What follows belongs to an exercise in optimizing a design on an open flow for a short achievable clock period and few clock cycles; a production flow would make more cautious choices.
Function was checked by simulation only, so behaviour that the tests miss may differ from the original.
Power is estimated from default activity; no workload was simulated.

==> flow/design.v <==
`timescale 1ns / 1ps
`timescale 1ns / 1ps
module SCPU(
	input wire clk,
	input wire rst,
	output wire inst_ren,
	output wire [31:0] inst_addr,
	input wire [31:0] inst_data,
	output wire mem_ren,
	output wire mem_wen,
	output wire [31:0] mem_addr,
	output wire [31:0] mem_dout,
	input wire [31:0] mem_din
	);
	reg [31:0] pc;
	reg        ren_r;
	reg [31:0] ras;
	reg        x_valid;
	reg        x_wen;
	reg [4:0]  x_rd;
	reg        x_load, x_store;
	reg        x_br, x_beq, x_bpred, x_jreg;
	reg [31:0] x_alt;       
	reg [31:0] x_pnpc;      
	reg [31:0] x_a, x_bv, x_bi;
	reg [4:0]  x_sh;
	reg [8:0]  x_op;        
	reg [2:0]  x_fa;        
	reg [2:0]  x_fb;        
	reg [3:0]  x_fi;        
	reg        m_load;
	reg [30:0] m_we;        
	reg [4:0]  m_rd;
	reg        m_wen;
	reg [31:0] m_res;
	reg [31:0] maddr_r, mdout_r;
	reg        mwen_r, mren_r;
	reg [31:0] rf [1:31];
	assign inst_addr = pc;
	assign inst_ren  = ren_r;
	assign mem_addr  = maddr_r;
	assign mem_dout  = mdout_r;
	assign mem_wen   = mwen_r;
	assign mem_ren   = mren_r;
	wire [31:0] m_val = m_load ? mem_din : m_res;
	wire [31:0] a_f  = ({32{x_fa[0]}} & x_a)  | ({32{x_fa[1]}} & m_res) | ({32{x_fa[2]}} & mem_din);
	wire [31:0] bv_f = ({32{x_fb[0]}} & x_bv) | ({32{x_fb[1]}} & m_res) | ({32{x_fb[2]}} & mem_din);
	wire [31:0] b_f  = ({32{x_fi[0]}} & x_bv) | ({32{x_fi[1]}} & m_res) | ({32{x_fi[2]}} & mem_din) |
	                   ({32{x_fi[3]}} & x_bi);
	wire [31:0] sum  = a_f + b_f;
	wire [32:0] diff = {1'b0, a_f} - {1'b0, b_f};
	wire [31:0] shr  = b_f >> x_sh;
	wire [31:0] alu =
		({32{x_op[0]}} & sum) |
		({32{x_op[1]}} & diff[31:0]) |
		({32{x_op[2]}} & (a_f & b_f)) |
		({32{x_op[3]}} & (a_f | b_f)) |
		({32{x_op[4]}} & (a_f ^ b_f)) |
		({32{x_op[5]}} & ~(a_f | b_f)) |
		({32{x_op[6]}} & {31'b0, diff[32]}) |
		({32{x_op[7]}} & shr) |
		({32{x_op[8]}} & b_f);
	wire eq = (a_f == bv_f);
	wire taken = x_beq ? eq : ~eq;
	wire mispredict = x_valid & ((x_br & (taken ^ x_bpred)) | (x_jreg & (a_f != x_pnpc)));
	wire [31:0] fix_pc = x_jreg ? a_f : x_alt;
	wire [31:0] ins = inst_data;
	wire [5:0] op = ins[31:26];
	wire [5:0] fn = ins[5:0];
	wire [4:0] rs = ins[25:21];
	wire [4:0] rt = ins[20:16];
	wire [4:0] rd = ins[15:11];
	wire [31:0] imm = {{16{ins[15]}}, ins[15:0]};
	wire rtype  = (op == 6'h00);
	wire f_j    = (op == 6'h02);
	wire f_jal  = (op == 6'h03);
	wire f_beq  = (op == 6'h04);
	wire f_bne  = (op == 6'h05);
	wire f_jr   = rtype & (fn == 6'h08);
	wire f_jalr = rtype & (fn == 6'h09);
	wire f_add  = rtype & (fn == 6'h20);
	wire f_sub  = rtype & (fn == 6'h22);
	wire f_and  = rtype & (fn == 6'h24);
	wire f_or   = rtype & (fn == 6'h25);
	wire f_nor  = rtype & (fn == 6'h27);
	wire f_xor  = rtype & (fn == 6'h16);
	wire f_slt  = rtype & (fn == 6'h2A);
	wire f_srl  = rtype & (fn == 6'h02);
	wire f_addi = (op == 6'h08) | (op == 6'h09);
	wire f_slti = (op == 6'h0A);
	wire f_andi = (op == 6'h0C);
	wire f_ori  = (op == 6'h0D);
	wire f_xori = (op == 6'h0E);
	wire f_lui  = (op == 6'h0F);
	wire f_lw   = (op == 6'h23);
	wire f_sw   = (op == 6'h2B);
	wire f_ralu = f_add | f_sub | f_and | f_or | f_nor | f_xor | f_slt | f_srl;
	wire f_ialu = f_addi | f_slti | f_andi | f_ori | f_xori | f_lui;
	wire f_link = f_jal | f_jalr;
	wire [4:0] f_dst = f_link ? 5'd31 : f_ralu ? rd : rt;
	wire f_writes = (f_ralu | f_ialu | f_lw | f_link) & (f_dst != 5'd0);
	wire [31:0] pc4 = pc + 32'd4;
	wire [31:0] btarget = pc4 + {imm[29:0], 2'b00};
	wire [31:0] jtarget = {pc4[31:28], ins[25:0], 2'b00};
	wire f_br = (f_beq | f_bne) & (ins[15:0] != 16'd0);
	wire f_bpred = f_br & ((rs == rt) ? f_beq : (f_bne | ins[15]));
	wire [31:0] npc = mispredict ? fix_pc :
	                  (f_j | f_jal) ? jtarget :
	                  f_jr ? ras :
	                  f_bpred ? btarget : pc4;
	wire [31:0] rf_a = (rs == 5'd0) ? 32'd0 : (m_wen && m_rd == rs) ? m_val : rf[rs];
	wire [31:0] rf_b = (rt == 5'd0) ? 32'd0 : (m_wen && m_rd == rt) ? m_val : rf[rt];
	wire fa = x_wen & (x_rd == rs);
	wire fb = x_wen & (x_rd == rt);
	wire f_useimm = f_ialu | f_lw | f_sw | f_link;
	always @(posedge clk) begin
		if (rst) begin
			pc <= 32'd0;
			ren_r <= 1'b0;
			ras <= 32'd0;
			x_valid <= 1'b0;
			x_wen <= 1'b0;
			x_rd <= 5'd0;
			x_load <= 1'b0;
			x_store <= 1'b0;
			x_br <= 1'b0;
			x_beq <= 1'b0;
			x_bpred <= 1'b0;
			x_jreg <= 1'b0;
			x_alt <= 32'd0;
			x_pnpc <= 32'd0;
			x_a <= 32'd0;
			x_bv <= 32'd0;
			x_bi <= 32'd0;
			x_sh <= 5'd0;
			x_op <= 9'd0;
			x_fa <= 3'd0;
			x_fb <= 3'd0;
			x_fi <= 4'd0;
		end else begin
			pc <= npc;
			ren_r <= 1'b1;
			if (~mispredict & f_link) ras <= pc4;
			x_valid <= ~mispredict;
			x_wen <= ~mispredict & f_writes;
			x_rd <= f_dst;
			x_load <= ~mispredict & f_lw;
			x_store <= ~mispredict & f_sw;
			x_br <= ~mispredict & f_br;
			x_beq <= f_beq;
			x_bpred <= f_bpred;
			x_jreg <= ~mispredict & (f_jr | f_jalr);
			x_alt <= f_bpred ? pc4 : btarget;
			x_pnpc <= f_jr ? ras : pc4;
			x_a <= rf_a;
			x_bv <= rf_b;
			x_bi <= f_lui ? {ins[15:0], 16'd0} : f_link ? pc4 : imm;
			x_sh <= ins[10:6];
			x_op <= {f_lui | f_link, f_srl, f_slt | f_slti, f_nor, f_xor | f_xori,
			         f_or | f_ori, f_and | f_andi, f_sub, f_add | f_addi | f_lw | f_sw};
			x_fa <= {fa & x_load, fa & ~x_load, ~fa};
			x_fb <= {fb & x_load, fb & ~x_load, ~fb};
			x_fi <= {f_useimm, ~f_useimm & fb & x_load, ~f_useimm & fb & ~x_load, ~f_useimm & ~fb};
		end
	end
	integer i;
	always @(posedge clk) begin
		if (rst) begin
			m_load <= 1'b0;
			m_we <= 31'd0;
			m_rd <= 5'd0;
			m_wen <= 1'b0;
			m_res <= 32'd0;
			mwen_r <= 1'b0;
			mren_r <= 1'b0;
			maddr_r <= 32'd0;
			mdout_r <= 32'd0;
		end else begin
			m_load <= x_load;
			m_wen <= x_wen;
			m_rd <= x_rd;
			for (i = 1; i < 32; i = i + 1)
				m_we[i-1] <= x_wen & (x_rd == i);
			m_res <= alu;
			mwen_r <= x_store;
			mren_r <= x_load;
			if (x_load | x_store) maddr_r <= sum;
			if (x_store) mdout_r <= bv_f;
		end
	end
	always @(posedge clk) begin
		for (i = 1; i < 32; i = i + 1)
			if (rst) rf[i] <= 32'd0;
			else if (m_we[i-1]) rf[i] <= m_val;
	end
endmodule
==> flow/run.sh <==
#!/bin/bash
# synth_recipe.tcl (not shown) runs the flow's synth.tcl, then flattens the netlist and writes it again
# the make line also repeats each setting of config.mk as NAME=value (left out here)
make -C /OpenROAD-flow-scripts/flow DESIGN_CONFIG=/design/flow/config.mk WORK_HOME=/design/flow/orfs CLKGATE_MAP_FILE= SYNTH_SCRIPT=/design/flow/synth_recipe.tcl finish
==> flow/config.mk <==
export PLATFORM = sky130hd
export DESIGN_NAME = SCPU
export DESIGN_NICKNAME = SCPU
export VERILOG_FILES = /design/flow/design.v
export SDC_FILE = /design/flow/constraint.sdc
export NUM_CORES = 4
export LEC_CHECK = 0
export ABC_CLOCK_PERIOD_IN_PS = 2500
export CAP_MARGIN = 20
export CORE_MARGIN = 2
export CORE_UTILIZATION = 65
export SETUP_SLACK_MARGIN = 4.3
export SLEW_MARGIN = 20
==> flow/constraint.sdc <==
create_clock -name core_clock -period 7.0 [get_ports {clk}]
set_input_delay 1.4000 -clock core_clock [delete_from_list [all_inputs] [get_ports {clk}]]
set_output_delay 1.4000 -clock core_clock [all_outputs]
set_load 0.01 [all_outputs]
==> results of run 1 <==
how the worst min path moves through the flow:
stage / end / start / cells past startpoint
after global placement: maddr_r[21]$_SDFFE_PP0P_ / maddr_r[21]$_SDFFE_PP0P_ / 2
after floorplan: x_pnpc[3]$_SDFF_PP0_ / ras[3]$_SDFFE_PP0P_ / 2
after CTS: maddr_r[29]$_SDFFE_PP0P_ / maddr_r[29]$_SDFFE_PP0P_ / 2
after detailed placement: maddr_r[26]$_SDFFE_PP0P_ / maddr_r[26]$_SDFFE_PP0P_ / 2
metrics by stage:
step | cell area (um^2) | util | total power [mW]
after floorplan | 72200 | - | 9.01
after global placement | 73700 | 0.700 | 9.47
after detailed placement | 73800 | 0.701 | 9.48
after CTS | 90900 | 0.863 | 17.6
power by group through the flow:
stage               sequential, mW  clock, mW  combinational [mW]
floorplan                     8.18          0               0.829
detailed placement            8.22          0                1.26
CTS                           8.03       7.80                1.73
global placement              8.22          0                1.25
per-layer routing:
| metal | overflow | track usage |
|---|---|---|
| met1 | 161 | 0.927 |
| met2 | 404 | 0.977 |
| met3 | 176 | 0.872 |
| met4 | 335 | 0.879 |
| met5 | 17 | 0.740 |
cells by family after synthesis:
group | Yosys count
muxes | 196
xor gates and xnor gates | 190
adders and majority gates | 129
DFF | 1389
buffers and inverters | 999
AOI/OAI and AO/OA | 2873
and+or+nand+nor | 2337
timing repair:
| item | 4_1_cts |
|---|---|
| resized for setup | 1836 |
| pin swaps | 531 |
| setup endpoints to repair | 1080 |
| gates cloned | 61 |
| buffers inserted | 690 |
==> run_results.csv, run 1 <==
group,metric,value,unit
synthesis,synth_top_family_by_area,"compound AO/OA/AOI/OAI gates",
synthesis,synthXorXnorAreaFrac,0.0241,
global_route,grt.total_usage,0.918,
die,die_w,330,um
die,start_util,0.655,
synthesis,synth_flop_cell,"dfxtp_1",
global_route,grt_pass1_wl,737000,um
synthesis,synth.area.top_cells,"dfxtp_1, a211oi_1, nor2_1, a221oi_1, a22o_1",
placement,dp.cells,9038,
global_route,grt-ovfl-total,1093,
clock_tree,clk_path_buf_depth,3,
outcome,toolErrorMsg,"[ERROR GRT-0116] Global routing finished with congestion. Check the congestion regions in the DRC Viewer.",
synthesis,ys_ff_latch,1389,
synthesis,ys_seq_area_frac,0.403,
placement,pre_cts_slack,0.872,ns
synthesis,ys_top_cells_by_count,"nor2_1, dfxtp_1, a211oi_1, clkbuf_1, a221oi_1",
synthesis,synthArstFlopShare,0,
synthesis,muxShareOfSynthArea,0.0308,
synthesis,synth_nets,8308,
synthesis,yosys.area.top_type,"dfxtp_1",
outcome,outcome,"stopped before the end",
clock_tree,cts_made_buffers,140,
synthesis,yosys.area_share.simple,0.142,
synthesis,synth-edff-count,0,
synthesis,avgSynthCellArea,8.49,um^2
placement,numPortBuffers,164,
synthesis,synth.cell_area,68900,um^2
synthesis,yosys.cell_types.count,77,
clock_tree,cts_root_buffer,"clkbuf_16",
synthesis,yosysMostFrequentCell,"nor2_1",
die,rows,119,
outcome,haltStage,"global routing (5_1_grt)",
clock_tree,h-tree-depth,4,
clock_tree,cts.hold.buffers_added,0,
placement,gp_congestion,1.10,
die,die_h,330,um
clock_tree,cts.sinks,1389,
global_route,grt_max_degree,222,
die,ios,165,
synthesis,synth_compound_area_frac,0.321,
synthesis,netlist_instances,8113,
synthesis,synth_adder_area_share,0.0237,
global_route,first_global_vias,96100,
synthesis,yosys_warnings,34,
placement,dp_hpwl,213000,um
synthesis,yosysTopAreaCellShare,0.403,
Testbench counts, summed over its fixed seeds: cycles 46,702.
==> run 2, diff against run 1 <==
==> flow/config.mk (replaced) <==
export PLATFORM = sky130hd
export DESIGN_NAME = SCPU
export DESIGN_NICKNAME = SCPU
export VERILOG_FILES = /design/flow/design.v
export SDC_FILE = /design/flow/constraint.sdc
export NUM_CORES = 4
export LEC_CHECK = 0
export CAP_MARGIN = 20
export CORE_MARGIN = 2
export CORE_UTILIZATION = 40
export SLEW_MARGIN = 20
==> run 2 against run 1 <==
Net effect: now clean on timing, DRC and antenna; synthesized cell count unchanged; area after synthesis did not move.
==> run_results.csv, run 2 <==
group,metric,value,unit
sta,rsz0062_at_grt,"false",
setup_path,slowest_delay,0.65,ns
synthesis,synth.cell_area,68900,um^2
sta,worst_clock_skew,0.0507,ns
cells_and_area,largest_register_ff_count,992,
die,coreArea,171000,um^2
die,rows,152,
job,drv_cap,0,
routing,postRouteAntennaNets,0,
routing,drt_pass1_iterations,14,
synthesis,ys_seq_area_frac,0.403,
worst_hold_path,hp-class,"flop to flop",
routing,viasPerCell,7.18,
clock_tree,h-tree-depth,4,
synthesis,yosys.cell_types.count,77,
power_and_ir_drop,pwr_density_cell,226,nW/um^2
clock_tree,worstSkewPairLatency,0.84,ns
cells_and_area,synthToLayoutAreaGrowth,15.1,%
routing,wire_per_inst,37.0,um
synthesis,ys_ff_latch,1389,
synthesis,yosys.area.top_type,"dfxtp_1",
placement,numPortBuffers,164,
global_route,grt_pass1_wl,525000,um
outcome,outcome,"complete, no violations",
sta,fin_setup_tns,0,ns
clock_tree,clkTransAtPathRegs,0.07,ns
setup_path,crit_type,"input pin to flop",
power_and_ir_drop,max-vdd-ir-drop,181,uV
setup_path,critical_path_required,7.74,ns
synthesis,synthArstFlopShare,0,
sta,drv_slew,0,
sta,final.period_utilization,0.840,
routing,drc,0,
clock_tree,post-cts-setup-buffers,0,
cells_and_area,nets,8059,
die,die_w,419,um
setup_path,path_depth,17,
synthesis,synth.area.top_cells,"dfxtp_1, a211oi_1, nor2_1, a221oi_1, a22o_1",
clock_tree,cts_tree,"yes",
clock_tree,cts_made_buffers,155,
cells_and_area,top_register,"rf",
global_route,grt-ovfl-total,0,
sta,finalHoldViolCount,0,
synthesis,yosys_warnings,34,
cells_and_area,final_common_cell,"nor2_1",
clock_tree,cts_root_buffer,"clkbuf_16",
worst_hold_path,hold_depth,1,
sta,tightestPinTransition,1.32,ns
synthesis,netlist_instances,8113,
routing,num_vias,74100,
synthesis,avgSynthCellArea,8.49,um^2
setup_path,crit_slowest_cell,"a41oi_1",
sta,period_needed,5.88,ns
setup_path,path_cells,"clkdlybuf4s50_1 -> a222oi_1 -> buf_4 -> inv_1 -> ha_1 -> fa_1 -> a211oi_1 -> o21ai_0 -> a41oi_1 -> o21ai_1 -> a211oi_1 -> buf_4 -> nor2_1 -> a311oi_1 -> and2_1 -> o21ai_0 -> a31oi_1",
cells_and_area,fin_util,0.463,
synthesis,yosysTopAreaCellShare,0.403,
placement,dp_hpwl,237000,um
setup_path,critPathTopFamily,"compound AO/OA/AOI/OAI gates",
clock_tree,cts.sinks,1389,
synthesis,synth_flop_cell,"dfxtp_1",
sta,timing.fmax,0.170,GHz
synthesis,yosysMostFrequentCell,"nor2_1",
global_route,antenna_found_initial,19,
setup_path,r2r_cells,17,
routing,drt-initial-drc-count,16700,
cells_and_area,final_cell_mix,"nor2_1, dfxtp_1, a211oi_1",
synthesis,ys_top_cells_by_count,"nor2_1, dfxtp_1, a211oi_1, clkbuf_1, a221oi_1",
clock_tree,cts.hold.buffers_added,0,
global_route,first_global_vias,66800,
clock_tree,post_cts_resized,0,
synthesis,synth_nets,8308,
setup_path,cp-start-kind,"input pin",
setup_path,crit_path_max_fanout,5,
setup_path,path_buf_inv,4,
sta,report.final.setup_viol,0,
cells_and_area,nFillCells,16500,
die,die_h,419,um
global_route,grt.total_usage,0.416,
placement,gp_congestion,1.05,
cells_and_area,drive_gt1_frac,0.104,
die,ios,165,
global_route,grt_max_degree,230,
power_and_ir_drop,p_leak,26.1,nW
die,dieArea,176000,um^2
setup_path,cp-end-kind,"flop",
sta,slew_headroom,0.121,
setup_path,worstPathArrival,6.62,ns
die,start_util,0.402,
routing,wl,382000,um
clock_tree,clk_path_buf_depth,3,
synthesis,synth-edff-count,0,
-- run 2: kinds of logic after synthesis --
group / Yosys count / synth area share
AO/OA/AOI/OAI: 2873 / 0.321
AND/OR/NAND/NOR: 2337 / 0.142
adder cells (fa/ha/maj): 129 / 0.0237
buffers and inverters: 999 / 0.0552
multiplexers: 196 / 0.0308
flip-flops: 1389 / 0.403
XOR/XNOR: 190 / 0.0241
-- run 2: worst paths after layout --
| path | start | end | slack (ns) |
|---|---|---|---|
| max | mem_din[0] | m_res[30]$_SDFF_PP0_ | 1.12 |
| max reg2reg | pc[2]$_SDFF_PP0_ | pc[31]$_SDFF_PP0_ | 1.45 |
| min reg2reg | m_we[17]$_SDFF_PP0_ | rf[18][31]$_SDFFE_PP0P_ | 0.44 |
| min | m_we[17]$_SDFF_PP0_ | rf[18][31]$_SDFFE_PP0P_ | 0.44 |
-- run 2: area by class of cell --
type	count	area, um^2	area share
Inverter	127	477	0.00601
Clock buffer	212	4440	0.0559
Sequential cell	1389	27900	0.352
Multi-Input combinational cell	5725	38200	0.482
Antenna cell	21	52.6	0.000663
Timing Repair Buffer	466	4550	0.0574
Tap cell	2310	2890	0.0364
Clock inverter	63	757	0.00954
-- run 2: worst reg2reg max path: stages (launching register included) --
cell and delay (ns):
dfxtp_1 0.80, ha_1 0.33, nand2_1 0.13, nor4_1 0.37
buf_4 0.22, nand4_1 0.12, xor2_1 0.37, inv_1 0.25
ha_1 0.43, and4_1 0.26, nand2_1 0.11, o31ai_1 0.75
nand3_1 0.26, a32oi_1 0.31, xor2_1 0.30, xnor2_1 0.12
o211ai_1 0.18, o21ai_0 0.11
-- run 2: layer usage --
metal,GRT usage,routed length [um],part of all wire,vias to the layer above
met5,0.00556,263,0.00069,-
met4,0.278,31400,0.082,16
met3,0.158,56700,0.15,1805
met2,0.560,148000,0.39,6651
met1,0.546,146000,0.38,35300
li1,-,-,-,30300
-- run 2: where the power goes --
group / switching (mW) / internal [mW]
registers: 0.0935 / 7.96
logic: 0.957 / 0.384
clock network: 3.67 / 4.86
total: 4.72 / 13.2
-- run 2: through the flow --
| step | power, mW | std cells | worst slack (ns) | area, um^2 | hold WS (ns) |
|---|---|---|---|---|---|
| 2_1_floorplan | 8.89 | 8113 | 1.94 | 68900 | 0.454 |
| 5_1_grt | 18.3 | 10300 | 1.03 | 79300 | 0.449 |
| 6_report | 17.9 | 10300 | 1.12 | 79300 | 0.436 |
| 3_5_place_dp | 9.49 | 10000 | 0.492 | 74000 | 0.434 |
| 4_1_cts | 17.8 | 10300 | 1.30 | 79200 | 0.439 |
| 3_3_place_gp | 9.48 | 10000 | 0.452 | 73900 | 0.428 |

separate check: timing with driven ports:
Ports are ideal in the flow. The routed layout listed here was re-timed in OpenROAD.
Step 1, drivers: a clkbuf_16 drives clk and a buf_2 each remaining input, both assumed.
Step 2 times the ports against the registers' clock, not the clock port: input delays grow and output delays shrink by t, the midpoint of the rising clock arrivals with the driver on.
Three values: ideal ports, drivers, drivers and shift; two values: the first two.
run: run 2
shift t [ns]: 0.905
setup WS [ns]: 1.119 / 1.187 / 0.282
latest minus earliest clock arrival (ns): 0.053 / 0.053
After both steps setup and hold are still met in run 2. The setup slack of run 2 moves by +0.068 ns with the drivers and by -0.837 ns with both steps.
